Context: an optimization exercise on an open-source flow, tuned for small area. The choices shown serve that exercise and are no tape-out recipe. The RTL was checked by simulation tests, not by an equivalence proof against the original design. No driver is modelled on the clock port, so clocking that relies on it looks cheaper here than on a real chip. No activity file was given, so power comes from the tool's default toggle rates.

==> inputs of sierra <==
==> flow/design.v (excerpt) <==
module basic_uart_transceiver(
    input                   clk,
    input                   rst,
    input                   tx_wr_ev,
    input                   rx_dat_ser,
	input       [15:0]      divisor,      
    input       [7 :0]      tx_dat,
	input                   trans_bit_order,
	input       [1 :0]      trans_stop_bit_num,
	input                   rec_bit_order,
    output      [7 :0]      rx_dat, 
    output                  tx_dat_ser,
    output                  rx_dat_ev,
    output                  tx_done_ev,
    output                  tx_ready
    );
==> module basic_uart_receiver, before the edit <==
module basic_uart_receiver
(
    input                        clk,
    input                        rst,
    input                        rx_dat_ser,
    input         [15:0]         divisor,
    input                        rec_bit_order,
    output reg    [7:0]          rx_dat,
    output reg                   rx_dat_ev
);
    localparam R_IDLE = 4'b0110;
    localparam R_S1   = 4'b0111;
    localparam R_T1   = 4'b0000;
    localparam R_T2   = 4'b0001;
    reg             rx_d0;
    reg             rx_d1;
    reg     [3 :0]  ph;
    reg     [15:0]  cnt;
    reg     [7 :0]  rx_bits;
    wire idle = (ph == R_IDLE);
    wire half = (ph[2:0] == 3'b000);
    wire z    = (cnt[15:2] == 14'd0);
    wire term = ph[3] ? (ph[2:0] == 3'b000 ? z & ~cnt[1]
                                           : z & ~cnt[1] & cnt[0])
                      : (ph == R_T1 ? z & (cnt[1] ^ cnt[0]) :
                         ph == R_T2 ? z & cnt[1] & ~cnt[0]
                                    : z & ~cnt[1] & cnt[0]);
    always@(posedge clk or posedge rst) begin
        if(rst) begin
            rx_d0 <= 1'b1;
            rx_d1 <= 1'b1;
        end else begin
            rx_d0 <= rx_dat_ser;
            rx_d1 <= rx_d0;
        end
    end
    always @(posedge clk) begin
        if (idle | term)
            cnt <= divisor;
        else if (half)
            cnt <= {cnt[15:1] - 1'b1, cnt[0]};
        else
            cnt <= cnt - 1'b1;
        if (ph[3] & term)
            rx_bits[ph[2:0] ^ {3{rec_bit_order}}] <= rx_d1;
    end
    always @(posedge clk or posedge rst) begin
        if (rst) begin
            ph        <= R_IDLE;
            rx_dat    <= 8'b0;
            rx_dat_ev <= 1'b0;
        end else begin
            rx_dat_ev <= (ph == R_T1) & term;
            if ((ph == R_T1) & term)
                rx_dat <= rx_bits;
            if (idle) begin
                if (~rx_d1)
                    ph <= R_S1;
            end else if (term) begin
                if (ph == R_T2)
                    ph <= R_IDLE;
                else
                    ph <= ph + 1'b1;
            end
        end
    end
endmodule
clock: 6.0 ns
lec_check: 0
cap_margin: 20
core_margin: 2
core_utilization: 40
slew_margin: 20
standard.sh (not shown) runs the stock make flow with config.mk's settings and CLKGATE_MAP_FILE= SYNTH_SCRIPT=/design/flow/synth_recipe.tcl, a recipe that flattens the netlist after the stock synthesis.
==> flow/flow/run.sh <==
#!/bin/bash
# Own layout flow: the standard flow (standard.sh) with area-oriented knobs:
#  - synthesis: the standard flow's script, but ABC maps for area (flow/synth.tcl, flow/area.abc)
#  - port buffers: sky130_fd_sc_hd__buf_1
#  - CTS: no dummy loads, small clock buffers
#  - after CTS: downsizing of cells with spare slack (flow/post_cts.tcl)
# Each tool's output goes to the ORFS logs under orfs/logs; make's to make_flow.log.
set -euo pipefail
W=$PWD
cp config.mk config_own.mk
cat >> config_own.mk <<EOC
export OWN_ABC_SCRIPT = $W/flow/area.abc
export BUFFER_PORTS_ARGS = -buffer_cell sky130_fd_sc_hd__buf_1
export CTS_ARGS = -sink_clustering_enable -repair_clock_nets -dont_use_dummy_load -buf_list {sky130_fd_sc_hd__clkbuf_4} -sink_clustering_size 25 -sink_clustering_max_diameter 100
export POST_CTS_TCL = $W/flow/post_cts.tcl
EOC
sed -e "s|DESIGN_CONFIG=[^ ]*|DESIGN_CONFIG=$W/config_own.mk|" \
    -e "s|SYNTH_SCRIPT=[^ ]*|SYNTH_SCRIPT=$W/flow/synth.tcl|" standard.sh > standard_own.sh
grep -q "SYNTH_SCRIPT=$W/flow/synth.tcl" standard_own.sh
bash standard_own.sh > make_flow.log 2>&1
==> flow/flow/area.abc <==
strash
&get -n
&st
&dch
&nf -R 1000 -p
&put
topo
==> flow/flow/post_cts.tcl <==
# Downsize cells that have slack to spare; the global-route step's repair_design
# that follows fixes any slew or capacitance this leaves.
log_cmd repair_timing -recover_power 100
==> flow/flow/synth.tcl <==
# The standard synthesis script (synth_recipe.tcl), with one change: ABC maps the
# logic with area.abc (area-oriented mapping, no buffering or upsizing) instead of
# ORFS's speed script. Registers are mapped before ABC runs, so they are unchanged.
proc synth {args} { yosys synth -nofsm -noshare {*}$args }
proc abc {args} {
  set i [lsearch $args -script]
  if { $i >= 0 } { lset args [expr {$i+1}] $::env(OWN_ABC_SCRIPT) }
  yosys abc {*}$args
}
source $::env(SCRIPTS_DIR)/synth.tcl
# left out here: clear keep_hierarchy, flatten, clean up, hide names made inside functions, write 1_2_yosys.v
==> inputs of violet, as changes to sierra <==
==> flow/run.sh (new file) <==
#!/bin/bash
# synth_recipe.tcl (not shown) runs the flow's synth.tcl, then flattens the netlist and writes it again
# the make line also repeats each setting of config.mk as NAME=value (left out here)
make -C /OpenROAD-flow-scripts/flow DESIGN_CONFIG=/design/flow/config.mk WORK_HOME=/design/flow/orfs CLKGATE_MAP_FILE= SYNTH_SCRIPT=/design/flow/synth_recipe.tcl finish
removed: flow/flow/run.sh
removed: flow/flow/area.abc
removed: flow/flow/post_cts.tcl
removed: flow/flow/synth.tcl
removed: flow/standard.sh
==> inputs of garnet, as changes to sierra <==
--- a/flow/design.v
+++ b/flow/design.v
@@ -95,5 +95,5 @@
             cnt <= cnt - 1'b1;
         if (ph[3] & term)
-            rx_bits[ph[2:0] ^ {3{rec_bit_order}}] <= rx_d1;
+            rx_bits <= rec_bit_order ? {rx_bits[6:0], rx_d1} : {rx_d1, rx_bits[7:1]};
     end
     always @(posedge clk or posedge rst) begin
--- a/flow/flow/run.sh
+++ b/flow/flow/run.sh
@@ -3,5 +3,5 @@
 #  - synthesis: the standard flow's script, but ABC maps for area (flow/synth.tcl, flow/area.abc)
 #  - port buffers: sky130_fd_sc_hd__buf_1
-#  - CTS: no dummy loads, small clock buffers
+#  - CTS: no dummy loads, clkbuf_4 clock buffers
 #  - after CTS: downsizing of cells with spare slack (flow/post_cts.tcl)
 # Each tool's output goes to the ORFS logs under orfs/logs; make's to make_flow.log.
==> flow/flow/area.abc (replaced) <==
strash
&get -n
&deepsyn -J 20 -T 300
&st
&dch
&nf -R 1000 -p
&put
topo
==> inputs of cedar, as changes to sierra <==
--- a/flow/flow/run.sh
+++ b/flow/flow/run.sh
@@ -12,5 +12,5 @@
 export OWN_ABC_SCRIPT = $W/flow/area.abc
 export BUFFER_PORTS_ARGS = -buffer_cell sky130_fd_sc_hd__buf_1
-export CTS_ARGS = -sink_clustering_enable -repair_clock_nets -dont_use_dummy_load -buf_list {sky130_fd_sc_hd__clkbuf_4} -sink_clustering_size 25 -sink_clustering_max_diameter 100
+export CTS_ARGS = -sink_clustering_enable -repair_clock_nets -dont_use_dummy_load -buf_list {sky130_fd_sc_hd__clkbuf_4} -root_buf sky130_fd_sc_hd__clkbuf_8
 export POST_CTS_TCL = $W/flow/post_cts.tcl
 EOC
--- a/flow/config.mk
+++ b/flow/config.mk
@@ -8,4 +8,4 @@
 export CAP_MARGIN = 20
 export CORE_MARGIN = 2
-export CORE_UTILIZATION = 40
+export CORE_UTILIZATION = 70
 export SLEW_MARGIN = 20
==> summary of the runs <==
sierra completed without violations. garnet completed with no timing, DRC or antenna violations. cedar ran to the end with no violations. violet completed with no timing, DRC or antenna violations.
Of violet and sierra, violet has the higher sequential power (gap 63%, measured against sierra).
Against cedar, the wire length of sierra is lower by 3.1%.
The highest sequential share of layout area belongs to garnet, the lowest to violet.
Final area, highest first: violet, sierra, cedar, garnet.

afterwards: timing with drivers on the ports:
The results above use ideal ports. As a check the final layouts listed here were re-extracted and re-timed, cells and wires unchanged.
Step 1: set_driving_cell puts a clkbuf_16 on clk and a buf_2 on each other input, an assumption about the parent block.
Step 2 moves the port delays by t, midway between the first and last clock arrival at a register: inputs arrive t later, outputs are due t later. That takes back most of the time a late clock gives input paths.
Three values: no drivers, after step 1, after step 2; two values: the first two.
| run | shift t [ns] | slack for setup (ns) | hold slack, ns | worst data-port slew with drivers (ns) |
|---|---|---|---|---|
| sierra | 0.421 | 2.131 / 2.108 / 2.108 | 0.357 / 0.357 / 0.357 | 0.06 |
| violet | 0.372 | 1.447 / 1.421 / 1.421 | 0.356 / 0.356 / 0.356 | 0.03 |
| garnet | 0.416 | 2.294 / 2.273 / 2.273 | 0.361 / 0.361 / 0.361 | 0.05 |
| cedar | 0.370 | 2.101 / 2.080 / 2.080 | 0.355 / 0.355 / 0.355 | 0.05 |
After both steps setup and hold are still met in every run listed. For violet, which loses most, drivers alone change the setup slack by -0.026 ns; drivers and shift together by -0.026 ns.
